This design comes from an exercise in tuning for small area on the open sky130 flow, not from production work. Where RTL was checked, it was by simulation tests only, not by an equivalence proof against the original. No functional check of the RTL was part of run 7. Power and IR drop assume default switching activity.

===== design/flow/flow/run.sh =====
#!/bin/bash
# Own flow: the standard layout, with the combinational logic of the standard
# synthesis re-mapped for area by ABC. Registers (instances, names, cell types)
# are those of the standard synthesis.
set -euo pipefail
WORK=$(pwd)
R=$WORK/orfs/results/$FLOW_PLATFORM/Top_module/base
LIB=$FLOW_HOME/platforms/$FLOW_PLATFORM/lib/sky130_fd_sc_hd__tt_025C_1v80.lib
YOSYS=$FLOW_HOME/../tools/install/yosys/bin/yosys
[ -x "$YOSYS" ] || YOSYS=yosys

# 1. standard synthesis
bash standard.sh synth > $WORK/1_standard_synth.log 2>&1

# 2. re-map the combinational logic for area
mkdir -p $WORK/remap
cp $R/1_2_yosys.v $WORK/remap/standard.v
DONT_USE=""
for c in $(grep -o "\-dont_use [^ ]*" $WORK/orfs/logs/$FLOW_PLATFORM/Top_module/base/1_2_yosys.log | awk '{print $2}' | sort -u); do
  DONT_USE="$DONT_USE -dont_use $c"
done
REMAP_LIB=$LIB REMAP_DONT_USE="$DONT_USE" REMAP_IN=$WORK/remap/standard.v REMAP_TOP=$FLOW_TOP \
  REMAP_SCRIPT=$WORK/flow/remap.abc REMAP_OUT=$WORK/remap/remapped.v \
  $YOSYS -c $WORK/flow/remap.tcl > $WORK/2_remap.log 2>&1

# 3. the standard layout of the re-mapped netlist
bash standard.sh clean_synth > $WORK/3_clean_synth.log 2>&1
bash standard.sh SYNTH_NETLIST_FILES=$WORK/remap/remapped.v finish > $WORK/4_layout.log 2>&1

===== design/flow/flow/remap.tcl =====
# Re-map the combinational logic of the standard synthesis netlist for area.
# Registers stay as they are (same instances, names and cell types).
yosys -import
set lib $::env(REMAP_LIB)
set dont_use $::env(REMAP_DONT_USE)
read_liberty -ignore_miss_func $lib
read_verilog $::env(REMAP_IN)
hierarchy -check -top $::env(REMAP_TOP)
# registers and clock cells keep their hierarchy (they are not re-mapped)
foreach pat {sky130_fd_sc_hd__df* sky130_fd_sc_hd__edf* sky130_fd_sc_hd__sdf* sky130_fd_sc_hd__dl* sky130_fd_sc_hd__sedf*} {
  catch { setattr -mod -set keep_hierarchy 1 $pat }
}
flatten
opt_clean -purge
techmap
opt -fast -purge
abc -liberty $lib {*}$dont_use -script $::env(REMAP_SCRIPT)
opt_clean -purge
splitnets
opt_clean -purge
hilomap -singleton -hicell sky130_fd_sc_hd__conb_1 HI -locell sky130_fd_sc_hd__conb_1 LO
insbuf -buf sky130_fd_sc_hd__buf_4 A X
opt_clean -purge
select -module $::env(REMAP_TOP)
stat -liberty $lib
write_verilog -noattr -nohex -nodec -selected $::env(REMAP_OUT)

===== design/flow/config.mk =====
export PLATFORM = sky130hd
export DESIGN_NAME = Top_module
export DESIGN_NICKNAME = Top_module
export VERILOG_FILES = /design/flow/design.v
export SDC_FILE = /design/flow/constraint.sdc
export NUM_CORES = 4
export LEC_CHECK = 0
export CAP_MARGIN = 20
export CORE_MARGIN = 2
export CORE_UTILIZATION = 40
export CTS_BUF_LIST = sky130_fd_sc_hd__clkbuf_8
export CTS_CLUSTER_DIAMETER = 100
export CTS_CLUSTER_SIZE = 30
export SLEW_MARGIN = 20

===== design/flow/design.v =====
`timescale 1ns / 1ps
module Top_module(
	input clk,
	input rstbt,
	output [8:0] aio,
	output [2:0] bo,
	input bi,
	output [17:0] mem_addr,
	input [5:0] mem_data_in,
	output [5:0] mem_data_out,
	output mem_wen,
	output mem_lbn,
	output sram_csn,
	output sram_oen,
	output sdram_csn
    );
	wire rst = ~rstbt;
	function [7:0] rsub8(input [7:0] a, input [7:0] b, input bin);	 
		integer i; reg c; reg [7:0] r;
		begin
			c = ~bin;
			for (i = 0; i < 8; i = i + 1) begin
				r[i] = a[i] ^ ~b[i] ^ c;
				c = (a[i] & ~b[i]) | (a[i] & c) | (~b[i] & c);
			end
			rsub8 = r;
		end
	endfunction
	function [7:0] radd8(input [7:0] a, input [7:0] b, input cin);	 
		integer i; reg c; reg [7:0] r;
		begin
			c = cin;
			for (i = 0; i < 8; i = i + 1) begin
				r[i] = a[i] ^ b[i] ^ c;
				c = (a[i] & b[i]) | (a[i] & c) | (b[i] & c);
			end
			radd8 = r;
		end
	endfunction
	function rle7(input [6:0] a, input [6:0] b);	 
		integer i; reg c;
		begin
			c = 1'b1;
			for (i = 0; i < 7; i = i + 1)
				c = (~a[i] & b[i]) | (~a[i] & c) | (b[i] & c);
			rle7 = c;
		end
	endfunction
	reg [10:0] hc;		 
	reg [9:0] vc;		 
	wire hc_end = hc[10] & hc[4];					 
	wire vc_end = vc[9] & vc[7] & vc[4] & vc[3] & vc[1];	 
	wire [9:0] vc_nx = rst ? 10'd1 : hc_end ? (vc_end ? 10'd1 : vc + 1'b1) : vc;
	always @(posedge clk) begin
		vc <= vc_nx;
		if (rst | hc_end) hc <= 11'd1;
		else hc <= hc + 1'b1;
	end
	wire vrow = (vc <= 10'd600);
	wire visible = vrow && (hc >= 11'd200) && (hc <= 11'd603);
	wire write = vrow && (hc >= 11'd690) && (hc <= 11'd790);
	assign aio[0] = 1'b0;
	assign aio[6:1] = visible ? mem_data_in : 6'd0;
	assign aio[7] = (vc >= 10'd638) && (vc <= 10'd643);
	assign aio[8] = (hc >= 11'd857) && (hc <= 11'd976);
	assign mem_addr = {5'b0, vc[9:2], write ? hc[6:0] : hc[8:2]};
	assign mem_wen = ~write;
	assign mem_lbn = ~(visible | write);
	assign sram_csn = ~(visible | write);
	assign sram_oen = ~(visible | write);
	assign sdram_csn = 1'b1;
	reg [9:0] acnt;		 
	reg sclk;
	reg [4:0] n;		 
	reg [1:0] act;		 
	reg [7:0] tilt;
	wire a_end = (acnt == 10'd690);	 
	wire [9:0] acnt_nx = {acnt[8:0], ~(acnt[9] ^ acnt[6])};
	always @(posedge clk)
		if (rst) begin
			acnt <= 10'd0;
			sclk <= 1'b0;
			n <= 5'd0;
			act <= 2'd0;
			tilt <= 8'd0;
		end else if (a_end) begin
			acnt <= 10'd0;
			sclk <= ~sclk;
			if (sclk) begin
				if (n == 5'd19) begin
					n <= 5'd0;
					if (act != 2'd3) act <= act + 1'b1;
				end else
					n <= n + 1'b1;
			end else begin
				case (n)
					5'd11: tilt[7] <= bi & act[1];
					5'd12: tilt[6] <= bi & act[1];
					5'd13: tilt[5] <= bi & act[1];
					5'd14: tilt[4] <= bi & act[1];
					5'd15: tilt[3] <= bi & act[1];
					5'd16: tilt[2] <= bi & act[1];
					5'd17: tilt[1] <= bi & act[1];
					5'd18: tilt[0] <= bi & act[1];
					default: ;
				endcase
			end
		end else
			acnt <= acnt_nx;
	reg mosi;
	wire [5:0] addr = (act == 2'd0) ? 6'h2D : (act == 2'd1) ? 6'h31 : 6'h34;
	always @(*)
		case (n)
			5'd3: mosi = act[1];
			5'd5: mosi = addr[5];
			5'd6: mosi = addr[4];
			5'd7: mosi = addr[3];
			5'd8: mosi = addr[2];
			5'd9: mosi = addr[1];
			5'd10: mosi = addr[0];
			5'd15: mosi = (act == 2'd0);
			5'd18, 5'd19: mosi = (act == 2'd1);
			5'd0, 5'd1, 5'd2: mosi = (act == 2'd2);
			default: mosi = 1'b0;
		endcase
	wire ncs = (n == 5'd0) | (n == 5'd1);
	wire sclk_en = (n == 5'd0) | (n == 5'd1) | (n == 5'd2);
	assign bo = {sclk_en | sclk, mosi, ncs};
	wire left = tilt[7] & (tilt[6:0] <= 7'd96);
	wire right = ~tilt[7] & (tilt[6:0] >= 7'd32);
	reg [12:0] tcnt;		 
	wire tick = (tcnt == 13'd5427);	 
	wire [12:0] tcnt_nx = {tcnt[11:0], ~(tcnt[12] ^ tcnt[3] ^ tcnt[2] ^ tcnt[0])};
	reg [6:0] bq;			 
	reg [6:0] bh;			 
	reg up;
	reg [1:0] uc;
	reg over;
	reg [5:0] P;			 
	wire [5:0] P_nx;
	reg [1:0] lo;			 
	reg [3:0] Q;			 
	reg [13:0] hi;			 
	reg [6:0] Bo, B0, B1, B2, B3;	 
	reg [6:0] rc;			 
	reg [6:0] rq;			 
	wire hz = (hi == 14'd0);
	wire ge12 = ~hz | (Q >= 4'd12);
	wire s0 = hz & (Q == 4'd0) & (lo == 2'd0);
	wire s01 = hz & (Q == 4'd0) & (lo[1] == 1'b0);
	wire [3:0] m3 = ge12 ? 4'd11 : Q;
	wire rc_end = (rc == {1'b1, 1'b0, m3, 1'b0});
	always @(posedge clk) begin
		if (rst) rc <= 7'd7;
		else if (rc_end) rc <= 7'd7;
		else rc <= rc + 1'b1;
		rq <= rc;
	end
	function [3:0] mfun(input [3:0] q, input b, input g12);
		mfun = g12 ? 4'd11 : (q == 4'd0) ? 4'd0 : q - b;
	endfunction
	wire [6:0] cK = hc[6:0] + 7'd83;		 
	wire [7:0] r8 = {1'b0, vc[9:2]};
	reg [7:0] Gp;
	wire sel0 = (Gp >= 8'd95) && (Gp <= 8'd99);
	wire sel1 = (Gp >= 8'd59) && (Gp <= 8'd63);
	wire sel2 = (Gp >= 8'd23) && (Gp <= 8'd27);
	wire selo = ~s0 && (Gp >= 8'd131) && (Gp <= 8'd135);
	wire sel3 = (P >= 6'd13) ? ((Gp >= 8'd243) && (Gp <= 8'd247)) : (vc[9:2] <= 8'd4);
	wire at1 = (bq == 7'd53);
	wire at0 = (bq == 7'd89);
	wire gs0 = write ? sel0 : ~at1;
	wire gs1 = write ? sel1 : at1;
	wire gs2 = write & sel2;
	wire gso = write & selo;
	wire gs3 = write & sel3;
	wire [6:0] Bsel = ({7{gs0}} & B0) | ({7{gs1}} & B1) | ({7{gs2}} & B2) | ({7{gso}} & Bo) | ({7{gs3}} & B3);
	wire bsel = (gs2 & (lo < 2'd1)) | (gs1 & (lo < 2'd2)) | (gs0 & (lo < 2'd3)) | gso;
	wire [3:0] msel = mfun(Q, bsel, ge12);
	wire [1:0] kmod = gs2 ? 2'd1 : gs1 ? 2'd2 : gs0 ? 2'd3 : 2'd0;	 
	wire qok = hz & (gso ? ((Q >= 4'd2) && (Q <= 4'd12)) : ((Q >= 4'd1) && (Q <= 4'd11)));
	wire dsel = qok & (lo == kmod);			 
	wire w48 = (gs0 & s0) | (gso & s01);
	wire [5:0] wsel = w48 ? (write ? 6'd48 : 6'd50) : (write ? 6'd20 : 6'd22) - {2'b0, msel};
	wire [6:0] xa = write ? cK : bh;
	wire [7:0] t2 = rsub8({1'b0, xa}, {1'b0, Bsel}, dsel & ~gs3);
	wire [6:0] lim = {wsel, dsel & gs3};
	wire green = (gs0 | gs1 | gs2 | gso | gs3) & ~t2[7] & rle7(t2[6:0], lim);
	reg onp;
	always @(posedge clk) if (~write) onp <= green;
	wire [7:0] g = rsub8(Gp, {1'b0, bq}, 1'b0);			 
	wire [7:0] dh8 = rsub8({1'b0, cK}, {1'b0, bh}, 1'b0);
	wire [6:0] dh = dh8[6:0];				 
	wire h1 = (dh >= 7'd125);
	wire h3 = (dh >= 7'd123) | (dh <= 7'd1);
	wire h4 = (dh >= 7'd122) | (dh <= 7'd2);
	wire ball = ((g == 8'd252 || g == 8'd5) & h1) |
	            ((g == 8'd253 || g == 8'd254 || g == 8'd3 || g == 8'd4) & h3) |
	            ((g == 8'd255 || g <= 8'd2) & h4);
	wire strip = (vc <= 10'd39) && (cK >= 7'd10) && (cK <= 7'd100);
	wire nrm = ~over & ~strip;
	assign mem_data_out[0] = over | (~strip & ~green & ball);
	assign mem_data_out[1] = nrm & ~green & ball;
	assign mem_data_out[2] = nrm & (green | ~ball);
	assign mem_data_out[3] = nrm & green;
	assign mem_data_out[4] = nrm & ~green & ~ball;
	assign mem_data_out[5] = nrm & ~green & ~ball;
	wire land = ~up & ~(bq >= 7'd114) & at1 & onp;
	wire bounce = ~up & ~(bq >= 7'd114) & at0 & onp;
	wire scroll = (P <= 6'd35);
	wire s_top = hz & (Q == 4'd0) & (lo == 2'd0);
	reg [2:0] dsum;	 
	always @(*) begin
		if (up) begin
			if (bq <= 7'd41) dsum = 3'd0;
			else if (bq <= 7'd49) dsum = 3'b111;	 
			else if (bq <= 7'd65) dsum = 3'b110;	 
			else dsum = 3'b101;			 
		end else begin
			if (bq >= 7'd114 || land || bounce) dsum = 3'd0;
			else if (bq >= 7'd65) dsum = 3'd3;
			else if (bq >= 7'd49) dsum = 3'd2;
			else dsum = 3'd1;
		end
	end
	wire s_max = (lo == 2'd0) && (Q == 4'd0) && (hi == 14'd11557);	 
	wire [2:0] delta = dsum - {2'b0, scroll};		 
	assign P_nx = rst ? 6'd35 : (tick & land) ? 6'd0 : (tick & scroll) ? P + 1'b1 : P;
	always @(posedge clk) begin
		P <= P_nx;
		Gp <= rsub8({1'b0, vc_nx[9:2]}, {2'b0, P_nx}, 1'b0);
	end
	wire [7:0] bqn = radd8({1'b0, bq}, {{5{delta[2]}}, delta}, 1'b0);
	always @(posedge clk) begin
		if (rst) begin
			tcnt <= 13'd0;
			bq <= 7'd89;
			bh <= 7'd56;
			up <= 1'b1;
			uc <= 2'd0;
			over <= 1'b0;
			lo <= 2'd0;
			Q <= 4'd0;
			hi <= 14'd0;
			B0 <= 7'd7;
			Bo <= 7'd7;
			B1 <= 7'd9;
			B2 <= 7'd44;
			B3 <= 7'd14;
		end else if (tick) begin
			tcnt <= 13'd0;
			if (up && bq <= 7'd41) begin
				if (uc == 2'd3) begin
					uc <= 2'd0;
					up <= 1'b0;
				end else
					uc <= uc + 1'b1;
			end
			if (~up && bq >= 7'd114) over <= 1'b1;
			if (bounce) up <= 1'b1;
			if (land) begin
				up <= 1'b1;
				{Q, lo} <= {Q, lo} + 1'b1;
				if ({Q, lo} == 6'd63) hi <= {hi[12:0], ~(hi[13] ^ hi[4] ^ hi[2] ^ hi[0])};
				if (s_max) over <= 1'b1;
				Bo <= B0;
				B0 <= B1;
				B1 <= B2;
				B2 <= B3;
				B3 <= rq;
				bq <= 7'd89;
			end else begin
				bq <= bqn[6:0];
			end
			if (left && bh > 7'd12) bh <= bh - 1'b1;
			if (right && bh < 7'd101) bh <= bh + 1'b1;
		end else
			tcnt <= tcnt_nx;
	end
endmodule

===== design/flow/flow/remap.abc =====
strash
&get -n
&deepsyn -T 30
&put
dch -f
map -a
topo

===== design/flow/standard.sh =====
#!/bin/bash
# synth_recipe.tcl (not shown) runs the flow's synth.tcl, then flattens the netlist and writes it again
# the make line also repeats each setting of config.mk as NAME=value (left out here)
make -C /OpenROAD-flow-scripts/flow DESIGN_CONFIG=/design/flow/config.mk WORK_HOME=/design/flow/orfs CLKGATE_MAP_FILE= SYNTH_SCRIPT=/design/flow/synth_recipe.tcl "${@:-finish}"

===== design/flow/constraint.sdc =====
create_clock -name core_clock -period 10.0 [get_ports {clk}]
set_input_delay 2.0000 -clock core_clock [delete_from_list [all_inputs] [get_ports {clk}]]
set_output_delay 2.0000 -clock core_clock [all_outputs]
set_load 0.01 [all_outputs]

==> results by group, run 1 <==
Worst setup path
  – Crit path capture type: output port
  – Arrival time reported for the critical path endpoint: 6.92 ns
  – Crit-path max FO: 28
  – Slowest cell on the critical path: sky130_fd_sc_hd__clkdlybuf4s50_1
  – Critical path buffer and inverter count: 9
  – CP max stage delay: between 0.5 and 0.6 ns
  – Sort of element at the start of the critical path: flop
  – Type of the worst setup path: reg -> out
  – Required @ worst endpoint: 8.00 ns
  – Crit path max-delay family: simple AND/OR/NAND/NOR gates

Finish
  – P&R area growth vs syn: 13.70%
  – Sequential cell area: 3253 um2
  – Total of fill cells in the finished design: 2097
  – Ant. Diodes: 0
  – Share of cells above drive strength 1: 0.03566
  – Multi-input gate area in the final layout: 3990 um2
  – Total number of nets in the final design: 1261

Global route
  – Met3 capacity usage during global routing: 0.02981
  – Vias in the first global route: just over 7k
  – First-pass GRT wire length: 34780 um
  – Final global-route overflow total: 0
  – Antenna violations before repair: 0
  – GRT met2 Usage: 0.3136
  – Busiest layer in global routing: met2
  – Global-route total usage across every layer: 0.1955
  – Pin count of the biggest net entering global routing: 35
  – Global-route track usage on met1: 0.2721

Power and ir drop
  – Net switching fraction of the power: 0.2244
  – Worst voltage drop across the vdd grid: 0.07407 mV
  – Total net switching power: 0.0002746 W
  – Part of the power in registers: 0.538
  – Internal power of the cells: 0.0009492 W
  – Clock group share of total power: 0.424
  – Combinational share of power: 0.038
  – Power density normalized to cell area: roughly 130 nW/um2
  – Leak pwr: 3.253 nW

CTS
  – Clock buffer count from CTS: 17
  – CTS clock-pin slew for the worst setup and hold paths: roughly 0.08 ns
  – H-tree level count: 4
  – Clock latency reported for the late side of the worst-skew pair: 0.45 ns
  – Hold Buf Count CTS: 0
  – Total of cells resized after clock tree synthesis: 0
  – Clock sink count: 162
  – Setup repair bufs after CTS: 0
  – Clk root buf: sky130_fd_sc_hd__clkbuf_8
  – Buffer levels on the longest clock path: 2
  – Clock tree from TritonCTS: done

Routing
  – Drt total wl: 20500 um
  – Number of remaining DRC errors: 0
  – Final routed wire length divided by cell count: 13.38 um
  – Number of detailed-route iterations in the first pass: 5
  – Via count: 7822
  – Vias per cell: 5.106
  – Number of nets still failing antenna checks after routing: 0
  – Drt initial violations: 404

Die
  – Total Die Area: around 22000 um2
  – Core ar.: roughly 20000 um2
  – Initial core utilization: 0.4056
  – Die boundary width: 147.0 um
  – Die Y: around 150 um
  – Row count: 52
  – # IOs: 50

STA
  – Final critical-path required period: 8.924 ns
  – Max Clock Freq: 112.1 MHz
  – Setup total negative slack: 0 ns
  – Slew margin rel.: 0.3289
  – Least setup slack across all paths after layout: ~1.1 ns
  – Hold Violations, Final: 0
  – Worst setup skew after layout: roughly 0.017 ns
  – Setup violation total in the final timing report: 0
  – Unrepaired setup endpoints after global routing: false
  – Fraction of the cycle the final worst path needs: 0.8924
  – Slew at the pin closest to its max-slew limit: roughly 1 ns
  – Final count of pins violating max slew: 0

Synthesis
  – Count of warnings emitted by yosys: 0
  – Synthesized netlist cell count: about 1.2k
  – Cell area after synthesis: slightly above 8000 um2
  – Mapped Avg Cell Area: 6.829 um2

Placement
  – Half-perimeter wire length after placement: 15550 um
  – Count of buffers from port buffering: 44
  – Setup slack after placement: approximately 1.6 ns
  – Final Wtd Congestion: 0.8773

Hold path
  – Path category of the worst min-delay check: reg -> reg

Status
  – Outcome: complete, no violations

Job
  – Number of max-capacitance violations reported: 0
==> state kept, by name, indices dropped and copies added (netlist names), 8 cells and up <==
| name | flops |
|---|---|
| Gp | 8 |
| acnt | 10 |
| hc | 11 |
| hi | 14 |
| tcnt | 13 |
| tilt | 8 |
| vc | 10 |
==> power by group through the flow <==
stage / logic (W) / clock network (W) / registers [W]
floorplan: 0.0000306 / 0 / 0.000672
global placement: 0.0000458 / 0 / 0.000674
detailed placement: 0.0000461 / 0 / 0.000674
CTS: 0.0000462 / 0.000535 / 0.000658
global route: 0.0000520 / 0.000562 / 0.000660
finish: 0.0000461 / 0.000519 / 0.000658
==> cell usage in the layout (no fill, tap or decap), drive strengths merged, types with 5 or more instances in the layout <==
| master | n |
|---|---|
| clkdlybuf4s50 | 44 |
| a31oi | 13 |
| a21oi | 80 |
| o221ai | 6 |
| dfxtp | 161 |
| o21ai | 87 |
| a211oi | 5 |
| xnor2 | 10 |
| nand4 | 16 |
| o2111ai | 5 |
| nor3 | 40 |
| nand2 | 147 |
| xor2 | 23 |
| conb | 5 |
| clkinv | 223 |
| o211ai | 10 |
| nand3 | 38 |
| a22oi | 9 |
| nor4 | 12 |
| nor2 | 226 |
| clkbuf | 19 |
| o22ai | 29 |
==> through the flow <==
step | util | cells | instance area, um2 | hold WS (ns) | power (W)
floorplan | - | 1201 | 8193 | 0.3380 | 0.0007030
global route | 0.4612 | 1532 | 9303 | 0.3623 | 0.001274
finish | 0.4612 | 1532 | 9303 | 0.3563 | 0.001224
global placement | 0.4403 | 1503 | 8881 | 0.3472 | 0.0007194
detailed placement | 0.4403 | 1503 | 8881 | 0.3431 | 0.0007198
CTS | 0.4612 | 1532 | 9303 | 0.3579 | 0.001240
==> layer usage <==
layer  part of all wire  vias to the layer above
met5                  0                        -
met2               0.45                      157
li1                   -                     4108
met4              0.017                        0
met1               0.49                     3538
met3              0.040                       19
==> worst reg2reg max path: cells and delay by family (launching register included) <==
family	cells	cell delay [ns]
simple gates	19	2.75
buf+inv	8	1.41
compound gates	4	1.06
flops	1	0.46
==> path summary, 6_finish.rpt <==
kind / from / to / slack, ns / cells past startpoint
worst max-delay path: hc[0] / mem_data_out[4] / 1.08 / 33
worst min-delay path: rc[6] / rq[6] / 0.36 / 0
worst max register to register: hc[0] / onp / 4.06 / 31
worst min register to register: rc[6] / rq[6] / 0.36 / 0
==> cell type report <==
| type | instances | area share |
|---|---|---|
| repair buffers | 48 | 0.05057 |
| inverters | 221 | 0.08917 |
| flip-flops and latches | 162 | 0.3497 |
| clock inverters | 10 | 0.01722 |
| multi-input cells | 802 | 0.4289 |
| clock buffers | 19 | 0.02811 |
| well taps | 270 | 0.03631 |
==> run 2: changes to the inputs <==
==> design/flow/flow/remap.abc (replaced) <==
strash
 &get -n
 &deepsyn -T 30
 &put
 dch -f
 amap
 topo
==> run 2 against run 1 <==
Still clean. Critical endpoint is now mem_data_out[2]. Non-clock buffer count up 1. Sequential share of layout area grew 1.1 points. Flip-flop and latch count unchanged. Cell count decreased by 7.8%.
==> results by group, run 2 <==
Status
  – Outcome: complete, no violations

CTS
  – Buffer levels on the longest clock path: 2
  – Clk root buf: sky130_fd_sc_hd__clkbuf_8
  – Clock latency reported for the late side of the worst-skew pair: ~0.47 ns
  – CTS clock-pin slew for the worst setup and hold paths: approximately 0.090 ns
  – Clock buffer count from CTS: 17
  – Setup repair bufs after CTS: 0
  – Clock sink count: 162
  – H-tree level count: 4
  – Clock tree from TritonCTS: done

Worst setup path
  – Sort of element at the start of the critical path: flop
  – CP max stage delay: 0.53 ns
  – Required @ worst endpoint: 8.00 ns
  – Crit-path max FO: 22
  – Critical path buffer and inverter count: 7
  – Arrival time reported for the critical path endpoint: 6.86 ns
  – Type of the worst setup path: reg -> out
  – Crit path max-delay family: simple AND/OR/NAND/NOR gates
  – Crit path capture type: output port
  – Most frequent cell on the critical path: sky130_fd_sc_hd__nor2_1
  – Slowest cell on the critical path: sky130_fd_sc_hd__clkdlybuf4s50_1

Synthesis
  – Mapped Avg Cell Area: 7.346 um2
  – Synthesized netlist cell count: 1079
  – Cell area after synthesis: 7926 um2
  – Count of warnings emitted by yosys: 0

Finish
  – Commonest non-fill, non-tap cell in the layout: sky130_fd_sc_hd__nor2_1
  – Register containing the most flip-flops in the final layout: hi
  – Total number of nets in the final design: between 1k and 1.5k
  – Commonest cells after routing, fill and taps aside: 186 x sky130_fd_sc_hd__nor2_1, 169 x sky130_fd_sc_hd__clkinv_1, 161 x sky130_fd_sc_hd__dfxtp_1
  – P&R area growth vs syn: 13.81%
  – Ant. Diodes: 0
  – Cell Count, Final, Fillers Out: 1412
  – Biggest registers after layout: hi x14, tcnt x13, hc x11
  – Share of cells above drive strength 1: 0.03575
  – Max FFs per register: 14

Routing
  – Number of nets still failing antenna checks after routing: 0
  – Final routed wire length divided by cell count: 14.24 um
  – Via count: 7543
  – Drt initial violations: 459
  – Vias per cell: 5.342
  – Drt total wl: 20100 um
  – Number of remaining DRC errors: 0
  – Number of detailed-route iterations in the first pass: 5

STA
  – Max Clock Freq: approximately 110 MHz
  – Unrepaired setup endpoints after global routing: false
  – Fraction of the cycle the final worst path needs: 0.8859
  – Slew margin rel.: 0.3607
  – Slew at the pin closest to its max-slew limit: 0.9531 ns
  – Hold Violations, Final: 0
  – Worst setup skew after layout: 0.01640 ns
  – Setup violation total in the final timing report: 0
  – Setup total negative slack: 0 ns
  – Final count of pins violating max slew: 0
  – Final critical-path required period: just under 9 ns

Power and ir drop
  – Worst voltage drop across the vdd grid: 0.09102 mV
  – Leak pwr: approximately 3 nW
  – Power density normalized to cell area: 128.5 nW/um2

Die
  – Die boundary width: 144.8 um
  – Total Die Area: 20960 um2
  – Core ar.: 19460 um2
  – # IOs: 50
  – Row count: 51
  – Initial core utilization: 0.4073
  – Die Y: 144.8 um

Global route
  – Pin count of the biggest net entering global routing: 35
  – Antenna violations before repair: 0
  – Vias in the first global route: 6815
  – First-pass GRT wire length: 33150 um
  – Final global-route overflow total: 0
  – Global-route total usage across every layer: 0.1992

Placement
  – Half-perimeter wire length after placement: 15180 um
  – Final Wtd Congestion: 0.8634
  – Post-Place Cells: 1380
  – Count of buffers from port buffering: 44

Job
  – Number of max-capacitance violations reported: 0

Hold path
  – Path category of the worst min-delay check: reg -> reg
==> run 2: cell count changes in the layout (fill, tap and decap cells not counted), moves of 17 or more <==
cell / before / now
sky130_fd_sc_hd__a21oi_1: 80 / 53
sky130_fd_sc_hd__o22ai_1: 29 / 57
sky130_fd_sc_hd__xor2_1: 23 / 0
sky130_fd_sc_hd__nor2_1: 226 / 186
sky130_fd_sc_hd__a211oi_1: 5 / 22
sky130_fd_sc_hd__clkinv_1: 221 / 169
sky130_fd_sc_hd__nor2b_1: 0 / 22
sky130_fd_sc_hd__nand2_1: 147 / 73
==> run 2: power breakdown <==
group / internal, W / switching (W) / leakage, nW
registers: 0.000653 / 0.00000449 / 1.31
logic: 0.0000146 / 0.0000307 / 1.51
clock network: 0.000197 / 0.000260 / 0.190
==> run 2: per-layer routing <==
layer,share of wire,track usage
met1,0.47,0.2556
met2,0.45,0.3317
met3,0.053,0.04607
met4,0.019,0.06387
met5,0,0
==> run 2: through the flow <==
step / utilization / cell area (um2) / hold WS (ns) / setup WS (ns) / total power [W]
6_report: 0.4635 / 9021 / 0.3604 / 1.141 / 0.001159
2_1_floorplan: - / 7938 / 0.3380 / 1.624 / 0.0007018
5_1_grt: 0.4635 / 9021 / 0.3740 / 0.1573 / 0.001209
3_3_place_gp: 0.4436 / 8633 / 0.3435 / 1.545 / 0.0007173
3_5_place_dp: 0.4437 / 8636 / 0.3465 / 1.392 / 0.0007175
4_1_cts: 0.4630 / 9011 / 0.3617 / 0.8488 / 0.001175
==> run 2: timing repair <==
action	CTS	global route
resized for setup	0	2
setup endpoints to repair	0	5
hold buffers	0	0
==> run 2: worst paths after layout <==
kind	startpoint	endpoint	slack, ns	cells past startpoint
setup / recovery	hc[0]	mem_data_out[2]	1.14	36
hold / removal	rc[3]	rq[3]	0.36	0
setup reg to reg	hc[0]	onp	4.41	32
hold reg to reg	rc[3]	rq[3]	0.36	0
==> run 2: final cells by class <==
| cell class | count | area [um2] |
|---|---|---|
| fillers | 1976 | 10440 |
| multi-input cells | 734 | 3941 |
| flip-flops and latches | 162 | 3253 |
| inverters | 170 | 641.9 |
| repair buffers | 49 | 478.0 |
| well taps | 265 | 331.6 |
| clock buffers | 20 | 275.3 |
| clock inverters | 12 | 100.1 |
==> run 2: worst register-to-register path, delay by kind of cell, from the launching register on <==
family / cells / cell delay, ns
AO/OA/AOI/OAI: 11 / 2.00
flip-flops: 1 / 0.34
buffers and inverters: 6 / 1.11
AND/OR/NAND/NOR: 15 / 1.85
==> run 3: changes to the inputs <==
--- a/design/flow/flow/run.sh
+++ b/design/flow/flow/run.sh
@@ -27,2 +27,6 @@
 bash standard.sh clean_synth > $WORK/3_clean_synth.log 2>&1
-bash standard.sh SYNTH_NETLIST_FILES=$WORK/remap/remapped.v finish > $WORK/4_layout.log 2>&1
+if [ -f $WORK/flow/cts_args ]; then
+  bash standard.sh SYNTH_NETLIST_FILES=$WORK/remap/remapped.v "CTS_ARGS=$(cat $WORK/flow/cts_args)" finish > $WORK/4_layout.log 2>&1
+else
+  bash standard.sh SYNTH_NETLIST_FILES=$WORK/remap/remapped.v finish > $WORK/4_layout.log 2>&1
+fi
==> design/flow/flow/cts_args (new file) <==
-sink_clustering_enable -repair_clock_nets -sink_clustering_size 30 -sink_clustering_max_diameter 100 -buf_list sky130_fd_sc_hd__clkbuf_8 -sink_buffer_max_cap_derate 3.0
==> run 3 against run 2 <==
The flow now stops in clock tree synthesis. Synthesized area unchanged. Synthesized cell count stayed put.
==> results by group, run 3 <==
Status
  – Outcome: stopped before the end
  – Stage where the run ended: clock tree synthesis
  – First Error: [ERROR CTS-0109] sink_buffer_max_cap_derate needs to be between 0 and 1.0.

Placement
  – Final Wtd Congestion: 0.8634
  – Count of buffers from port buffering: 44
  – Half-perimeter wire length after placement: 15180 um
  – Cell area after placement: around 8600 um2

Die
  – Initial core utilization: 0.4073
  – Die boundary width: approximately 140 um
  – # IOs: 50
  – Row count: 51
  – Die Y: 144.8 um

Synthesis
  – Mapped Avg Cell Area: around 7.3 um2
  – Cell area after synthesis: 7926 um2
  – Synthesized netlist cell count: 1079
  – Count of warnings emitted by yosys: 0
[run 3: how the worst max path moves through the flow]
stage                            to   from  slack [ns]  cells past startpoint
floorplan           mem_data_out[2]  hc[0]        1.62                     34
global placement    mem_data_out[2]  hc[0]        1.55                     36
detailed placement  mem_data_out[2]  hc[0]        1.39                     36
[run 3: power groups by stage]
stage | combinational, W | clock (W) | sequential, W
2_1_floorplan | 0.0000306 | 0 | 0.000671
3_5_place_dp | 0.0000450 | 0 | 0.000673
3_3_place_gp | 0.0000449 | 0 | 0.000672
[run 3: metrics by stage]
| step | hold slack [ns] | std cells | worst slack [ns] | util |
|---|---|---|---|---|
| 2_1_floorplan | 0.3380 | 1082 | 1.624 | - |
| 3_3_place_gp | 0.3435 | 1380 | 1.545 | 0.4436 |
| 3_5_place_dp | 0.3465 | 1380 | 1.392 | 0.4437 |
==> run 4: changes to the inputs <==
==> design/flow/flow/cts_args (replaced) <==
-sink_clustering_enable -repair_clock_nets -sink_clustering_size 30 -sink_clustering_max_diameter 100 -buf_list sky130_fd_sc_hd__clkbuf_8 -sink_buffer_max_cap_derate 1.0
==> run 4 against run 3 <==
Now clean on timing, DRC and antenna. Synthesized area did not move. Synthesized cell count did not move.
==> results by group, run 4 <==
Worst setup path
  – Critical path launch point: hc[0]
  – Type of the worst setup path: reg -> out
  – Crit-path max FO: 22
  – Launch instance of the worst register-to-register path: hc[0]
  – CP max stage delay: about 0.53 ns
  – Arrival time reported for the critical path endpoint: 6.86 ns
  – Crit path capture type: output port
  – Most frequent cell on the critical path: sky130_fd_sc_hd__nor2_1
  – Sort of element at the start of the critical path: flop
  – Required @ worst endpoint: 8.00 ns
  – Slowest cell on the critical path: sky130_fd_sc_hd__clkdlybuf4s50_1

CTS
  – Hold Buf Count CTS: 0
  – Total of cells resized after clock tree synthesis: 0
  – Clk root buf: sky130_fd_sc_hd__clkbuf_8
  – Setup repair bufs after CTS: 0
  – CTS clock-pin slew for the worst setup and hold paths: 0.09 ns
  – Clock buffer count from CTS: 17
  – H-tree level count: 4
  – Clock sink count: 162
  – Buffer levels on the longest clock path: 2
  – Clock tree from TritonCTS: done
  – Clock latency reported for the late side of the worst-skew pair: 0.47 ns

Finish
  – Commonest non-fill, non-tap cell in the layout: sky130_fd_sc_hd__nor2_1
  – Multi-input gate area in the final layout: a little under 4000 um2
  – Ant. Diodes: 0
  – Share of cells above drive strength 1: 0.03575
  – Register containing the most flip-flops in the final layout: hi
  – Total of fill cells in the finished design: ~2.0k
  – Max FFs per register: 14
  – Layout Utilization: 0.4635
  – Cell Count, Final, Fillers Out: roughly 1.4k
  – P&R area growth vs syn: 13.81%
  – Total number of nets in the final design: around 1.1k
  – Sequential cell area: ~3300 um2
  – Commonest cells after routing, fill and taps aside: 186 x sky130_fd_sc_hd__nor2_1, 169 x sky130_fd_sc_hd__clkinv_1, 161 x sky130_fd_sc_hd__dfxtp_1
  – Biggest registers after layout: hi x14, tcnt x13, hc x11

STA
  – Setup violation total in the final timing report: 0
  – Worst setup skew after layout: 0.01640 ns
  – Setup total negative slack: 0 ns
  – Slew at the pin closest to its max-slew limit: 0.9531 ns
  – Max Clock Freq: around 110 MHz
  – Unrepaired setup endpoints after global routing: false
  – Hold Violations, Final: 0
  – Worst Hold Slack: 0.3604 ns
  – Final count of pins violating max slew: 0
  – Fraction of the cycle the final worst path needs: 0.8859
  – Final critical-path required period: 8.859 ns
  – Slew margin rel.: 0.3607

Power and ir drop
  – Clock group share of total power: 0.394
  – Worst voltage drop across the vdd grid: 0.09102 mV
  – Internal power of the cells: 0.0008642 W
  – Leak pwr: 3.012 nW
  – Net switching fraction of the power: 0.2543
  – Power density normalized to cell area: 128.5 nW/um2
  – Part of the power in registers: 0.567
  – Combinational share of power: 0.039
  – Final Total Pwr: 0.001159 W
  – Total net switching power: 0.0002946 W

Placement
  – Final Wtd Congestion: 0.8634
  – Count of buffers from port buffering: 44
  – Half-perimeter wire length after placement: 15180 um
  – Post-Place Cells: 1380

Routing
  – Drt initial violations: 459
  – Number of nets still failing antenna checks after routing: 0
  – Via count: roughly 7.5k
  – Number of remaining DRC errors: 0
  – Final routed wire length divided by cell count: roughly 14 um
  – Vias per cell: ~5.3
  – Drt total wl: 20100 um
  – Number of detailed-route iterations in the first pass: 5

Global route
  – Pin count of the biggest net entering global routing: 35
  – Antenna violations before repair: 0
  – Final global-route overflow total: 0
  – Global-route total usage across every layer: 0.1992
  – First-pass GRT wire length: 33150 um
  – Vias in the first global route: approximately 6.8k

Status
  – Outcome: complete, no violations

Die
  – Total Die Area: approximately 21000 um2
  – Initial core utilization: 0.4073
  – Row count: 51
  – Die boundary width: 144.8 um
  – # IOs: 50
  – Core ar.: 19460 um2
  – Die Y: 144.8 um

Synthesis
  – Count of warnings emitted by yosys: 0
  – Mapped Avg Cell Area: 7.346 um2
  – Cell area after synthesis: 7926 um2
  – Synthesized netlist cell count: 1079

Hold path
  – Path category of the worst min-delay check: reg -> reg
  – Beginning of the worst hold path: rc[3]

Job
  – Number of max-capacitance violations reported: 0
run 4: power groups by stage:
stage | registers, W | clock network (W) | logic (W)
after global routing | 0.000658 | 0.000499 | 0.0000511
after floorplan | 0.000671 | 0 | 0.0000306
after detailed placement | 0.000673 | 0 | 0.0000450
final | 0.000657 | 0.000456 | 0.0000452
after global placement | 0.000672 | 0 | 0.0000449
after CTS | 0.000657 | 0.000473 | 0.0000451
run 4: worst paths after layout:
check / to / slack, ns / cells after the start
hold / removal: rq[3] / 0.36 / 0
setup reg to reg: onp / 4.41 / 32
hold reg to reg: rq[3] / 0.36 / 0
setup / recovery: mem_data_out[2] / 1.14 / 36
run 4: worst max-delay path, delay by kind of cell (launching register included):
kind | cells | cell delay, ns
DFF | 1 | 0.34
and+or+nand+nor | 18 | 2.39
buffers and inverters | 7 | 1.64
AOI/OAI and AO/OA | 11 | 1.99
run 4: layer usage:
layer / vias to the layer above / share of wire / wire, um / track usage
met3: 27 / 0.053 / 1065 / 0.04607
met2: 153 / 0.45 / 9142 / 0.3317
li1: 3951 / - / - / -
met5: - / 0 / 0 / 0
met4: 0 / 0.019 / 376 / 0.06387
met1: 3412 / 0.47 / 9518 / 0.2556
run 4: cell type report:
| cell class | instances | area share |
|---|---|---|
| tap | 265 | 0.03675 |
| sequential | 162 | 0.3606 |
| clock buffer | 20 | 0.03051 |
| multi-input combinational | 734 | 0.4369 |
| inverter | 170 | 0.07115 |
| clock inverter | 12 | 0.01110 |
| timing repair buffer | 49 | 0.05298 |
run 4: per-stage QoR:
step           worst slack [ns]  instance area, um2
2_1_floorplan             1.624                7938
3_3_place_gp              1.545                8633
3_5_place_dp              1.392                8636
4_1_cts                  0.8488                9011
5_1_grt                  0.1573                9021
6_report                  1.141                9021
==> run 5: changes to the inputs <==
==> design/flow/flow/cts_args (replaced) <==
-sink_clustering_enable -repair_clock_nets -sink_clustering_size 60 -sink_clustering_max_diameter 250 -buf_list sky130_fd_sc_hd__clkbuf_8
==> run 5 against run 4 <==
Still clean on timing, DRC and antenna. Clock-buffer cell count is the same. Combinational power is essentially flat. Utilization is the same. Global-route usage is the same. Die area is the same. Flip-flop and latch count is the same. Synthesized area is the same. Critical path type unchanged. Largest cell class unchanged. Highest routed layer unchanged.
==> results by group, run 5 <==
Synthesis
  – Count of warnings emitted by yosys: 0
  – Mapped Avg Cell Area: 7.346 um2
  – Synthesized netlist cell count: roughly 1.1k
  – Cell area after synthesis: around 8000 um2

Routing
  – Met1 wire length: 9518 um
  – Drt total wl: 20100 um
  – Vias per cell: 5.342
  – Number of remaining DRC errors: 0
  – Number of detailed-route iterations in the first pass: 5
  – Number of nets still failing antenna checks after routing: 0
  – Highest routed layer: met4
  – Via count: 7543
  – Final routed wire length divided by cell count: 14.24 um
  – Drt initial violations: 459
  – Routed met2 length: 9142 um
  – Met3 Routed Length: 1065 um

Finish
  – Commonest non-fill, non-tap cell in the layout: sky130_fd_sc_hd__nor2_1
  – Total of fill cells in the finished design: between 1.5k and 2k
  – Commonest cells after routing, fill and taps aside: 186 x sky130_fd_sc_hd__nor2_1, 169 x sky130_fd_sc_hd__clkinv_1, 161 x sky130_fd_sc_hd__dfxtp_1
  – P&R area growth vs syn: 13.81%
  – Ant. Diodes: 0
  – Max FFs per register: 14
  – Share of cells above drive strength 1: 0.03575
  – Biggest registers after layout: hi x14, tcnt x13, hc x11
  – Total number of nets in the final design: 1143
  – Register containing the most flip-flops in the final layout: hi

Worst setup path
  – Sort of element at the start of the critical path: flop
  – End point of the critical path: mem_data_out[2]
  – FF-to-FF path depth: 32
  – Crit path capture type: output port
  – Most frequent cell on the critical path: sky130_fd_sc_hd__nor2_1
  – Critical path launch point: hc[0]
  – Reg2Reg Capture Point: onp
  – Type of the worst setup path: reg -> out
  – CP max stage delay: between 0.5 and 0.6 ns
  – R2R Setup Slk: 4.41 ns
  – Slowest cell on the critical path: sky130_fd_sc_hd__clkdlybuf4s50_1
  – Arrival time reported for the critical path endpoint: 6.86 ns
  – Launch instance of the worst register-to-register path: hc[0]
  – Required @ worst endpoint: approximately 8 ns
  – Crit-path max FO: 22

CTS
  – H-tree level count: 4
  – Clock sink count: 162
  – Clock buffer count from CTS: 17
  – Buffer levels on the longest clock path: 2
  – Hold Buf Count CTS: 0
  – Clk root buf: sky130_fd_sc_hd__clkbuf_8
  – Clock latency reported for the late side of the worst-skew pair: between 0.4 and 0.5 ns
  – Clock tree from TritonCTS: done
  – CTS clock-pin slew for the worst setup and hold paths: 0.09 ns
  – Setup repair bufs after CTS: 0

Hold path
  – Path category of the worst min-delay check: reg -> reg
  – Beginning of the worst hold path: rc[3]

STA
  – Fraction of the cycle the final worst path needs: 0.8859
  – Slew margin rel.: 0.3607
  – Slew at the pin closest to its max-slew limit: 0.9531 ns
  – Setup total negative slack: 0 ns
  – Setup violation total in the final timing report: 0
  – Max Clock Freq: 112.9 MHz
  – Hold Violations, Final: 0
  – Final critical-path required period: 8.859 ns
  – Worst Hold Slack: 0.3604 ns
  – Final count of pins violating max slew: 0
  – Least setup slack across all paths after layout: between 1 and 1.5 ns
  – Unrepaired setup endpoints after global routing: false
  – Worst setup skew after layout: 0.01640 ns

Job
  – Number of max-capacitance violations reported: 0

Global route
  – Pin count of the biggest net entering global routing: 35
  – Vias in the first global route: about 7k
  – First-pass GRT wire length: 33150 um
  – Final global-route overflow total: 0
  – Antenna violations before repair: 0
  – Global-route total usage across every layer: 0.1992

Placement
  – Count of buffers from port buffering: 44
  – Half-perimeter wire length after placement: around 15000 um
  – Final Wtd Congestion: roughly 0.86
  – Setup slack after placement: 1.392 ns

Die
  – Initial core utilization: 0.4073
  – Core ar.: 19460 um2
  – Die Y: around 140 um
  – # IOs: 50
  – Die boundary width: around 140 um
  – Total Die Area: 20960 um2
  – Row count: between 50 and 60

Power and ir drop
  – Worst voltage drop across the vdd grid: 0.09102 mV
  – Power density normalized to cell area: 128.5 nW/um2
  – Leak pwr: 3.012 nW

Status
  – Outcome: complete, no violations
[run 5: cell counts in the layout (fill, tap and decap cells not counted)]
No cell type changed its count.
[run 5: what timing repair did]
action,in CTS,in global routing
resized for setup,0,2
hold endpoints to repair,0,0
endpoints found under the setup margin,0,5
[run 5: final cells by class]
type / instances / area, um2 / share of cell area
repair buffers: 49 / 478.0 / 0.05298
clock buffers: 20 / 275.3 / 0.03051
flip-flops and latches: 162 / 3253 / 0.3606
inverters: 170 / 641.9 / 0.07115
well taps: 265 / 331.6 / 0.03675
multi-input cells: 734 / 3941 / 0.4369
clock inverters: 12 / 100.1 / 0.01110
[run 5: routing by layer]
metal | track usage | up-vias
met3 | 0.04607 | 27
met1 | 0.2556 | 3412
met5 | 0 | -
met4 | 0.06387 | 0
met2 | 0.3317 | 153
li1 | - | 3951
[run 5: stage by stage]
stage	power, W	instances	instance area, um2	utilization
global route	0.001209	1412	9021	0.4635
finish	0.001159	1412	9021	0.4635
floorplan	0.0007018	1082	7938	-
global placement	0.0007173	1380	8633	0.4436
detailed placement	0.0007175	1380	8636	0.4437
CTS	0.001175	1412	9011	0.4630
[run 5: power by group]
part | internal [W] | total, W | switching (W) | leakage, nW
sequential | 0.000653 | 0.000657 | 0.00000449 | 1.31
clock | 0.000197 | 0.000456 | 0.000260 | 0.190
combinational | 0.0000146 | 0.0000452 | 0.0000307 | 1.51
total | 0.000864 | 0.00116 | 0.000295 | 3.01
[run 5: critical path: cells and delay by family (launching register included)]
kind,cells,cell delay [ns]
AOI/OAI and AO/OA,11,1.99
DFF,1,0.34
and+or+nand+nor,18,2.39
buffers and inverters,7,1.64
[run 5: worst min path at each step]
stage / slack [ns] / to / cells after the start
final: 0.36 / rq[3] / 0
after global routing: 0.37 / rq[3] / 0
after CTS: 0.36 / rq[3] / 0
after detailed placement: 0.35 / rq[3] / 0
after global placement: 0.34 / rq[5] / 0
after floorplan: 0.34 / rq[2] / 0
==> run 6: changes to the inputs <==
--- a/design/flow/design.v
+++ b/design/flow/design.v
@@ -227,2 +227,3 @@
 	wire [2:0] delta = dsum - {2'b0, scroll};		 
+	always @(posedge clk) if (tick & land) Bo <= B0;
 	assign P_nx = rst ? 6'd35 : (tick & land) ? 6'd0 : (tick & scroll) ? P + 1'b1 : P;
@@ -245,3 +246,2 @@
 			B0 <= 7'd7;
-			Bo <= 7'd7;
 			B1 <= 7'd9;
@@ -265,3 +265,2 @@
 				if (s_max) over <= 1'b1;
-				Bo <= B0;
 				B0 <= B1;
--- a/design/flow/flow/run.sh
+++ b/design/flow/flow/run.sh
@@ -27,6 +27,3 @@
 bash standard.sh clean_synth > $WORK/3_clean_synth.log 2>&1
-if [ -f $WORK/flow/cts_args ]; then
-  bash standard.sh SYNTH_NETLIST_FILES=$WORK/remap/remapped.v "CTS_ARGS=$(cat $WORK/flow/cts_args)" finish > $WORK/4_layout.log 2>&1
-else
-  bash standard.sh SYNTH_NETLIST_FILES=$WORK/remap/remapped.v finish > $WORK/4_layout.log 2>&1
-fi
+# ports get the smallest plain buffer
+bash standard.sh SYNTH_NETLIST_FILES=$WORK/remap/remapped.v "BUFFER_PORTS_ARGS=-buffer_cell sky130_fd_sc_hd__buf_1" finish > $WORK/4_layout.log 2>&1
==> design/flow/flow/remap.abc (replaced) <==
strash
dc2
&get -n
&deepsyn -T 30
&put
dch -f
amap -F 20 -A 50 -C 5000
topo
removed: design/flow/flow/cts_args
==> run 6 against run 5 <==
Critical path depth down 2. Clock power up 9.0%. Largest power group unchanged. Worst setup slack better by 0.028 ns. Register-to-register slack worse by 0.37 ns. Via count down 2.1%. Clock skew up 0.0076 ns. Largest cell class unchanged. Wire length down 2.5%. Still clean. Critical endpoint is now mem_data_out[0].
==> results by group, run 6 <==
Hold path
  – Beginning of the worst hold path: rc[6]
  – Path category of the worst min-delay check: reg -> reg

CTS
  – CTS clock-pin slew for the worst setup and hold paths: 0.09 ns
  – Buffer levels on the longest clock path: 2
  – Setup repair bufs after CTS: 0
  – Hold Buf Count CTS: 0
  – Clock tree from TritonCTS: done
  – Total of cells resized after clock tree synthesis: 0
  – Clk root buf: sky130_fd_sc_hd__clkbuf_8
  – Clock buffer count from CTS: 17
  – Clock sink count: 162
  – Clock latency reported for the late side of the worst-skew pair: around 0.47 ns
  – H-tree level count: 4

Die
  – Die boundary width: 144.1 um
  – # IOs: 50
  – Row count: 51
  – Die Y: 144.1 um
  – Initial core utilization: 0.4060
  – Total Die Area: about 21000 um2
  – Core ar.: 19330 um2

Placement
  – Half-perimeter wire length after placement: between 10000 and 15000 um
  – Post-Place Cells: 1332
  – Cell area after placement: 8292 um2
  – Final Wtd Congestion: between 0.9 and 1
  – Count of buffers from port buffering: 44

Power and ir drop
  – Worst voltage drop across the vdd grid: between 0.08 and 0.09 mV
  – Final Total Pwr: roughly 0.0012 W
  – Leak pwr: between 2 and 3 nW
  – Power density normalized to cell area: 138.5 nW/um2

Global route
  – Global-route total usage across every layer: 0.1966
  – Antenna violations before repair: 0
  – Vias in the first global route: 6717
  – First-pass GRT wire length: 32460 um
  – Pin count of the biggest net entering global routing: 37
  – Final global-route overflow total: 0

Finish
  – Commonest cells after routing, fill and taps aside: 172 x sky130_fd_sc_hd__nor2_1, 161 x sky130_fd_sc_hd__clkinv_1, 154 x sky130_fd_sc_hd__dfxtp_1
  – Final cell area excluding filler cells: 8713 um2
  – P&R area growth vs syn: 11.00%
  – Register containing the most flip-flops in the final layout: hi
  – Commonest non-fill, non-tap cell in the layout: sky130_fd_sc_hd__nor2_1
  – Share of cells above drive strength 1: 0.03640
  – Total number of nets in the final design: roughly 1.1k
  – Max FFs per register: 14
  – Ant. Diodes: 0
  – Total of fill cells in the finished design: 1979
  – Biggest registers after layout: hi x14, tcnt x13, hc x11
  – Cell Count, Final, Fillers Out: between 1k and 1.5k

STA
  – Setup total negative slack: 0 ns
  – Hold Violations, Final: 0
  – Slew margin rel.: 0.3633
  – Unrepaired setup endpoints after global routing: false
  – Worst setup skew after layout: 0.02404 ns
  – Max Clock Freq: 113.2 MHz
  – Setup violation total in the final timing report: 0
  – Final count of pins violating max slew: 0
  – Fraction of the cycle the final worst path needs: 0.8832
  – Slew at the pin closest to its max-slew limit: 0.9427 ns
  – Final critical-path required period: 8.832 ns

Routing
  – Number of remaining DRC errors: 0
  – Number of nets still failing antenna checks after routing: 0
  – Via count: 7387
  – Final routed wire length divided by cell count: roughly 14 um
  – Vias per cell: ~5.4
  – Number of detailed-route iterations in the first pass: 6
  – Drt initial violations: around 600
  – Drt total wl: between 15000 and 20000 um

Worst setup path
  – Sort of element at the start of the critical path: flop
  – Arrival time reported for the critical path endpoint: between 6 and 7 ns
  – Crit-path max FO: 22
  – Launch instance of the worst register-to-register path: hc[0]
  – CP max stage delay: 0.46 ns
  – Type of the worst setup path: reg -> out
  – Crit path capture type: output port
  – Slowest cell on the critical path: sky130_fd_sc_hd__nor2_1
  – Required @ worst endpoint: 8.00 ns
  – Critical path launch point: hc[0]
  – Most frequent cell on the critical path: sky130_fd_sc_hd__nor2_1

Synthesis
  – Mapped Avg Cell Area: around 7.6 um2
  – Count of warnings emitted by yosys: 0
  – Synthesized netlist cell count: 1029
  – Cell area after synthesis: 7850 um2

Job
  – Number of max-capacitance violations reported: 0

Status
  – Outcome: complete, no violations
==> run 6: changes by cell type in the layout (fill, tap and decap cells not counted), moves of 8 or more <==
cell                              previous run  this run
sky130_fd_sc_hd__nor3_1                     45        32
sky130_fd_sc_hd__or3_1                      15         3
sky130_fd_sc_hd__nor2_1                    186       172
sky130_fd_sc_hd__buf_1                       0        43
sky130_fd_sc_hd__nand3_1                    27        18
sky130_fd_sc_hd__clkdlybuf4s50_1            44         0
sky130_fd_sc_hd__clkinv_1                  169       161
==> run 6: final cells by class <==
type / instances / area (um2) / share of cell area
multi-input combinational: 693 / 3814 / 0.4377
timing repair buffer: 51 / 219.0 / 0.02513
tap: 265 / 331.6 / 0.03805
clock inverter: 15 / 187.7 / 0.02154
inverter: 161 / 604.3 / 0.06936
clock buffer: 17 / 234.0 / 0.02685
sequential: 162 / 3323 / 0.3814
==> run 6: path summary, 6_finish.rpt <==
| check | end | slack, ns | cells after the start |
|---|---|---|---|
| worst max register to register | onp | 4.04 | 30 |
| worst min register to register | rq[6] | 0.36 | 0 |
| worst max-delay path | mem_data_out[0] | 1.17 | 34 |
| worst min-delay path | rq[6] | 0.36 | 0 |
==> run 6: metrics by stage <==
step	hold WS (ns)	setup WS [ns]	util
2_1_floorplan	0.3380	1.426	-
3_3_place_gp	0.3415	1.931	0.4288
3_5_place_dp	0.3471	1.692	0.4288
4_1_cts	0.3629	1.152	0.4507
5_1_grt	0.3721	0.3296	0.4507
6_report	0.3619	1.168	0.4507
==> run 6: layer usage <==
layer  wire, um  vias up  GRT usage
li1           -     3844          -
met1       9587     3333     0.2610
met2       8675      181     0.3163
met3        881       29    0.03609
met4        446        0    0.07895
met5          0        -          0
==> run 6: power by group <==
part           total (W)  internal (W)  switching [W]  leakage [nW]
combinational  0.0000451     0.0000130      0.0000321          1.36
clock           0.000497      0.000214       0.000284         0.206
sequential      0.000664      0.000657     0.00000679          1.32
==> run 6: worst max-delay path: cells and delay by family (launching register included) <==
family | cells | cell delay (ns)
buffers and inverters | 7 | 1.08
flip-flops | 1 | 0.44
AND/OR/NAND/NOR | 17 | 3.24
AO/OA/AOI/OAI | 10 | 1.61
==> run 7: changes to the inputs <==
--- a/design/flow/design.v
+++ b/design/flow/design.v
@@ -169,9 +169,10 @@
 	wire sel3 = (P >= 6'd13) ? ((Gp >= 8'd243) && (Gp <= 8'd247)) : (vc[9:2] <= 8'd4);
+	wire rmode = hc[9];
 	wire at1 = (bq == 7'd53);
 	wire at0 = (bq == 7'd89);
-	wire gs0 = write ? sel0 : ~at1;
-	wire gs1 = write ? sel1 : at1;
-	wire gs2 = write & sel2;
-	wire gso = write & selo;
-	wire gs3 = write & sel3;
+	wire gs0 = rmode ? sel0 : ~at1;
+	wire gs1 = rmode ? sel1 : at1;
+	wire gs2 = rmode & sel2;
+	wire gso = rmode & selo;
+	wire gs3 = rmode & sel3;
 	wire [6:0] Bsel = ({7{gs0}} & B0) | ({7{gs1}} & B1) | ({7{gs2}} & B2) | ({7{gso}} & Bo) | ({7{gs3}} & B3);
@@ -183,4 +184,4 @@
 	wire w48 = (gs0 & s0) | (gso & s01);
-	wire [5:0] wsel = w48 ? (write ? 6'd48 : 6'd50) : (write ? 6'd20 : 6'd22) - {2'b0, msel};
-	wire [6:0] xa = write ? cK : bh;
+	wire [5:0] wsel = w48 ? (rmode ? 6'd48 : 6'd50) : (rmode ? 6'd20 : 6'd22) - {2'b0, msel};
+	wire [6:0] xa = rmode ? cK : bh;
 	wire [7:0] t2 = rsub8({1'b0, xa}, {1'b0, Bsel}, dsel & ~gs3);
@@ -189,3 +190,3 @@
 	reg onp;
-	always @(posedge clk) if (~write) onp <= green;
+	always @(posedge clk) if (~rmode) onp <= green;
 	wire [7:0] g = rsub8(Gp, {1'b0, bq}, 1'b0);			 
==> run 7 against run 6 <==
Synthesized area increased by 0.32%. Combinational power down 0.9%. Largest power group unchanged. Synthesized cell count grew 0.29%. Die area up 0.31%. Non-clock buffer count did not move. Fmax rose by 10%. Register-to-register slack improved by 0.82 ns. Via count grew 0.11%. Clock-buffer cell count rose by 2. Largest cell class unchanged.
==> results by group, run 7 <==
Placement
  – Half-perimeter wire length after placement: between 10000 and 15000 um
  – Cell area after placement: 8323 um2
  – Final Wtd Congestion: 0.8881
  – Count of buffers from port buffering: 44
  – Setup slack after placement: between 2 and 3 ns

Die
  – Total Die Area: 20830 um2
  – Row count: between 50 and 60
  – Initial core utilization: 0.4060
  – Die boundary width: 144.3 um
  – Die Y: around 140 um
  – Core ar.: 19400 um2
  – # IOs: 50

Synthesis
  – Count of warnings emitted by yosys: 0
  – Synthesized netlist cell count: 1032
  – Mapped Avg Cell Area: around 7.6 um2
  – Cell area after synthesis: 7875 um2

Global route
  – Vias in the first global route: 6499
  – Final global-route overflow total: 0
  – First-pass GRT wire length: 32240 um
  – Pin count of the biggest net entering global routing: 42
  – Global-route total usage across every layer: 0.1950
  – Antenna violations before repair: 0

Worst setup path
  – Slowest cell on the critical path: sky130_fd_sc_hd__o41ai_1
  – Required @ worst endpoint: 8.00 ns
  – Crit path capture type: output port
  – Sort of element at the start of the critical path: flop
  – Crit-path max FO: 9
  – Critical path buffer and inverter count: 4
  – Type of the worst setup path: reg -> out
  – Crit path max-delay family: compound AO/OA/AOI/OAI gates
  – Arrival time reported for the critical path endpoint: 6.01 ns
  – R2R Setup Slk: 4.86 ns
  – CP max stage delay: 0.47 ns
  – Most frequent cell on the critical path: sky130_fd_sc_hd__nor2_1

STA
  – Setup violation total in the final timing report: 0
  – Final count of pins violating max slew: 0
  – Max Clock Freq: roughly 120 MHz
  – Least setup slack across all paths after layout: around 2.0 ns
  – Unrepaired setup endpoints after global routing: false
  – Final critical-path required period: about 8 ns
  – Setup total negative slack: 0 ns
  – Fraction of the cycle the final worst path needs: 0.8009
  – Worst setup skew after layout: roughly 0.017 ns
  – Hold Violations, Final: 0
  – Slew margin rel.: 0.4806
  – Slew at the pin closest to its max-slew limit: 0.7691 ns

Routing
  – Vias per cell: 5.410
  – Final routed wire length divided by cell count: 14.44 um
  – Via count: 7395
  – Drt total wl: 19740 um
  – Number of remaining DRC errors: 0
  – Number of detailed-route iterations in the first pass: 7
  – Drt initial violations: 596
  – Number of nets still failing antenna checks after routing: 0

CTS
  – Clock latency reported for the late side of the worst-skew pair: 0.47 ns
  – Clk root buf: sky130_fd_sc_hd__clkbuf_8
  – Clock buffer count from CTS: 17
  – Clock sink count: 162
  – Hold Buf Count CTS: 0
  – Setup repair bufs after CTS: 0
  – Buffer levels on the longest clock path: 2
  – Clock tree from TritonCTS: done
  – CTS clock-pin slew for the worst setup and hold paths: 0.10 ns
  – H-tree level count: 4
  – Total of cells resized after clock tree synthesis: 0

Finish
  – Register containing the most flip-flops in the final layout: hi
  – Biggest registers after layout: hi x14, tcnt x13, hc x11
  – Total of fill cells in the finished design: 2009
  – P&R area growth vs syn: 10.88%
  – Commonest non-fill, non-tap cell in the layout: sky130_fd_sc_hd__nor2_1
  – Ant. Diodes: 0
  – Total number of nets in the final design: 1098
  – Final cell area excluding filler cells: ~8700 um2
  – Share of cells above drive strength 1: 0.03721
  – Max FFs per register: 14
  – Multi-input gate area in the final layout: 3849 um2
  – Sequential cell area: about 3300 um2
  – Commonest cells after routing, fill and taps aside: 163 x sky130_fd_sc_hd__nor2_1, 160 x sky130_fd_sc_hd__clkinv_1, 154 x sky130_fd_sc_hd__dfxtp_1

Power and ir drop
  – Leak pwr: 2.962 nW
  – Power density normalized to cell area: 138.5 nW/um2
  – Worst voltage drop across the vdd grid: 0.1029 mV

Hold path
  – Path category of the worst min-delay check: reg -> reg

Status
  – Outcome: complete, no violations

Job
  – Number of max-capacitance violations reported: 0
run 7: layout make-up:
class / instances / area share
clock buffer: 19 / 0.02995
clock inverter: 13 / 0.01691
inverter: 160 / 0.06878
multi-input combinational: 697 / 0.4408
sequential: 162 / 0.3806
tap: 265 / 0.03797
timing repair buffer: 51 / 0.02508
run 7: layer usage:
metal / global-route usage / routed length (um) / up-vias
met5: 0 / 0 / -
met4: 0.05365 / 243 / 0
met3: 0.04040 / 1028 / 19
met1: 0.2797 / 9895 / 3336
li1: - / - / 3854
met2: 0.2971 / 8570 / 186
run 7: worst reg2reg max path, stage by stage (launching register included):
cell	delay, ns
sky130_fd_sc_hd__dfxtp_1	0.40
sky130_fd_sc_hd__clkinv_1	0.14
sky130_fd_sc_hd__nor2_1	0.18
sky130_fd_sc_hd__clkinv_1	0.14
sky130_fd_sc_hd__o41ai_1	0.47
sky130_fd_sc_hd__a21boi_0	0.26
sky130_fd_sc_hd__buf_4	0.20
sky130_fd_sc_hd__nor2_1	0.17
sky130_fd_sc_hd__a222oi_1	0.32
sky130_fd_sc_hd__nand2_1	0.09
sky130_fd_sc_hd__a21oi_1	0.20
sky130_fd_sc_hd__nand2_1	0.07
sky130_fd_sc_hd__o21ai_0	0.15
sky130_fd_sc_hd__nor2_1	0.06
sky130_fd_sc_hd__o21ai_0	0.10
sky130_fd_sc_hd__o21ai_0	0.16
sky130_fd_sc_hd__nor2_1	0.17
sky130_fd_sc_hd__nor2_1	0.08
sky130_fd_sc_hd__o22a_1	0.20
sky130_fd_sc_hd__o22ai_1	0.18
sky130_fd_sc_hd__nor2_1	0.08
sky130_fd_sc_hd__a21o_1	0.18
sky130_fd_sc_hd__o21ai_0	0.08
sky130_fd_sc_hd__a31oi_1	0.12
sky130_fd_sc_hd__o311a_1	0.30
sky130_fd_sc_hd__nor3_1	0.13
sky130_fd_sc_hd__nor2b_1	0.33
run 7: path summary, 6_finish.rpt:
path,from,endpoint,depth (start not counted)
min,rc[4],rq[4],0
min reg2reg,rc[4],rq[4],0
max reg2reg,Gp[3],onp,26
max,Gp[3],mem_data_out[0],30
run 7: metrics by stage:
step                hold WS (ns)  power [W]  utilization  instances
floorplan                 0.3518  0.0007076            -       1035
global placement          0.3704  0.0007224       0.4291       1335
detailed placement        0.3697  0.0007228       0.4291       1335
CTS                       0.3821   0.001221       0.4501       1367
global route              0.3830   0.001256       0.4501       1367
finish                    0.3740   0.001209       0.4501       1367
run 7: power breakdown:
group          leakage [nW]  internal [W]  switching, W   total, W
sequential             1.31      0.000657    0.00000607   0.000663
combinational          1.44     0.0000139     0.0000307  0.0000447
clock                 0.214      0.000240      0.000262   0.000502
==> run 8: changes to the inputs <==
--- a/design/flow/design.v
+++ b/design/flow/design.v
@@ -163,3 +163,3 @@
 	wire [7:0] r8 = {1'b0, vc[9:2]};
-	reg [7:0] Gp;
+	wire [7:0] Gp = rsub8(r8, {2'b0, P}, 1'b0);		 
 	wire sel0 = (Gp >= 8'd95) && (Gp <= 8'd99);
@@ -232,3 +232,2 @@
 		P <= P_nx;
-		Gp <= rsub8({1'b0, vc_nx[9:2]}, {2'b0, P_nx}, 1'b0);
 	end
==> run 8 against run 7 <==
Clock-buffer cell count is 2 lower. Flip-flop and latch count down 8. Via count is essentially flat. Still clean on timing, DRC and antenna. Clock skew shrank 0.0046 ns. Register-to-register slack got worse by 1.0 ns. Highest routed layer unchanged. Sequential power shrank 4.4%. Sequential share of layout area decreased by 0.75 points. Power decreased by 6.7%. Utilization grew 0.16 points. Worst hold slack lost 0.017 ns. Global-route usage is 0.67 points higher. Cell area down 2.9%. Critical endpoint is now mem_data_out[5].
==> results by group, run 8 <==
Status
  – Outcome: complete, no violations

CTS
  – CTS clock-pin slew for the worst setup and hold paths: 0.09 ns
  – Setup repair bufs after CTS: 0
  – Clk root buf: sky130_fd_sc_hd__clkbuf_8
  – Clock buffer count from CTS: 17
  – H-tree level count: 4
  – Buffer levels on the longest clock path: 2
  – Total of cells resized after clock tree synthesis: 0
  – Clock tree from TritonCTS: done
  – Clock latency reported for the late side of the worst-skew pair: 0.46 ns

Worst setup path
  – CP max stage delay: 0.47 ns
  – Arrival time reported for the critical path endpoint: ~7.1 ns
  – Crit-path max FO: 8
  – Most frequent cell on the critical path: sky130_fd_sc_hd__clkinv_1
  – Slowest cell on the critical path: sky130_fd_sc_hd__or4_1
  – Sort of element at the start of the critical path: flop
  – Required @ worst endpoint: 8.00 ns
  – Type of the worst setup path: reg -> out

STA
  – Final critical-path required period: 9.062 ns
  – Fraction of the cycle the final worst path needs: 0.9062
  – Unrepaired setup endpoints after global routing: false
  – Worst setup skew after layout: 0.01276 ns
  – Setup total negative slack: 0 ns
  – Slew margin rel.: 0.3485
  – Hold Violations, Final: 0
  – Setup violation total in the final timing report: 0
  – Slew at the pin closest to its max-slew limit: 0.9646 ns
  – Final count of pins violating max slew: 0
  – Least setup slack across all paths after layout: 0.9382 ns

Routing
  – Vias per cell: 5.574
  – Drt initial violations: 568
  – Number of nets still failing antenna checks after routing: 0
  – Final routed wire length divided by cell count: about 15 um
  – Number of detailed-route iterations in the first pass: 7
  – Number of remaining DRC errors: 0

Power and ir drop
  – Internal power of the cells: 0.0008216 W
  – Total net switching power: roughly 0.00031 W
  – Part of the power in registers: 0.562
  – Net switching fraction of the power: 0.2714
  – Worst voltage drop across the vdd grid: 0.09094 mV
  – Leak pwr: around 2.8 nW
  – Power density normalized to cell area: roughly 130 nW/um2
  – Combinational share of power: 0.045

Finish
  – Share of cells above drive strength 1: 0.03843
  – Final cell area excluding filler cells: 8478 um2
  – Register containing the most flip-flops in the final layout: hi
  – Total of fill cells in the finished design: 1918
  – Max FFs per register: 14
  – Commonest non-fill, non-tap cell in the layout: sky130_fd_sc_hd__nor2_1
  – Layout Utilization: 0.4517
  – P&R area growth vs syn: 10.23%
  – Commonest cells after routing, fill and taps aside: 165 x sky130_fd_sc_hd__nor2_1, 159 x sky130_fd_sc_hd__clkinv_1, 146 x sky130_fd_sc_hd__dfxtp_1
  – Ant. Diodes: 0

Synthesis
  – Cell area after synthesis: 7691 um2
  – Mapped Avg Cell Area: 7.533 um2
  – Synthesized netlist cell count: 1021
  – Count of warnings emitted by yosys: 0

Placement
  – Cell area after placement: just over 8000 um2
  – Count of buffers from port buffering: 44
  – Half-perimeter wire length after placement: 14620 um
  – Final Wtd Congestion: 0.9427
  – Setup slack after placement: ~1.6 ns

Hold path
  – Path category of the worst min-delay check: reg -> reg

Die
  – # IOs: 50
  – Total Die Area: between 20000 and 25000 um2
  – Initial core utilization: 0.4098
  – Core ar.: ~19000 um2

Global route
  – Vias in the first global route: ~6.7k
  – Pin count of the biggest net entering global routing: 47
  – First-pass GRT wire length: around 33000 um

Job
  – Number of max-capacitance violations reported: 0
run 8: changes by cell type in the layout (fill, tap and decap cells not counted), moves of 8 or more:
cell	before	now
sky130_fd_sc_hd__dfxtp_1	154	146
sky130_fd_sc_hd__o21ai_0	68	79
sky130_fd_sc_hd__a211oi_1	17	32
sky130_fd_sc_hd__nor4_1	20	10
sky130_fd_sc_hd__nand2_1	83	71
run 8: through the flow:
| step | std cells | hold slack, ns |
|---|---|---|
| floorplan | 1024 | 0.3380 |
| global placement | 1295 | 0.3438 |
| detailed placement | 1295 | 0.3423 |
| CTS | 1327 | 0.3580 |
| global route | 1327 | 0.3766 |
| finish | 1327 | 0.3565 |
run 8: critical path, delay by kind of cell, from the launching register on:
family,cells,cell delay (ns)
buf+inv,9,1.27
flops,1,0.34
simple gates,12,2.43
compound gates,14,2.57
run 8: cell type report:
cell class                 instances  area (um2)  area share
sequential                       154        3163      0.3731
clock buffer                      17       234.0     0.02760
clock inverter                    15       135.1     0.01594
timing repair buffer              53       234.0     0.02760
inverter                         159       596.8     0.07040
multi-input combinational        695        3822      0.4509
tap                              234       292.8     0.03453
run 8: worst paths after layout:
check                           startpoint         endpoint  slack, ns  cells after the start
worst max-delay path                  P[0]  mem_data_out[5]       0.94                     35
worst min-delay path                 rc[6]            rq[6]       0.36                      0
worst max register to register        P[0]              onp       3.86                     31
worst min register to register       rc[6]            rq[6]       0.36                      0
run 8: power by group through the flow:
stage	Combinational [W]	Sequential, W	Clock (W)
floorplan	0.0000362	0.000645	0
global placement	0.0000505	0.000648	0
detailed placement	0.0000503	0.000648	0
CTS	0.0000505	0.000634	0.000459
global route	0.0000577	0.000636	0.000484
finish	0.0000509	0.000634	0.000443
run 8: metal layers:
metal | global-route usage | share of wire
met5 | 0 | 0
met4 | 0.07504 | 0.022
met3 | 0.03387 | 0.038
met2 | 0.3107 | 0.44
met1 | 0.2839 | 0.50

Check on run 8: ideal ports give 0.938 ns setup slack; a clkbuf_16 on the clock port and buf_2 on the inputs give 0.893 ns; moving port delays by the midpoint clock arrival (0.502 ns) as well gives 1.395 ns.
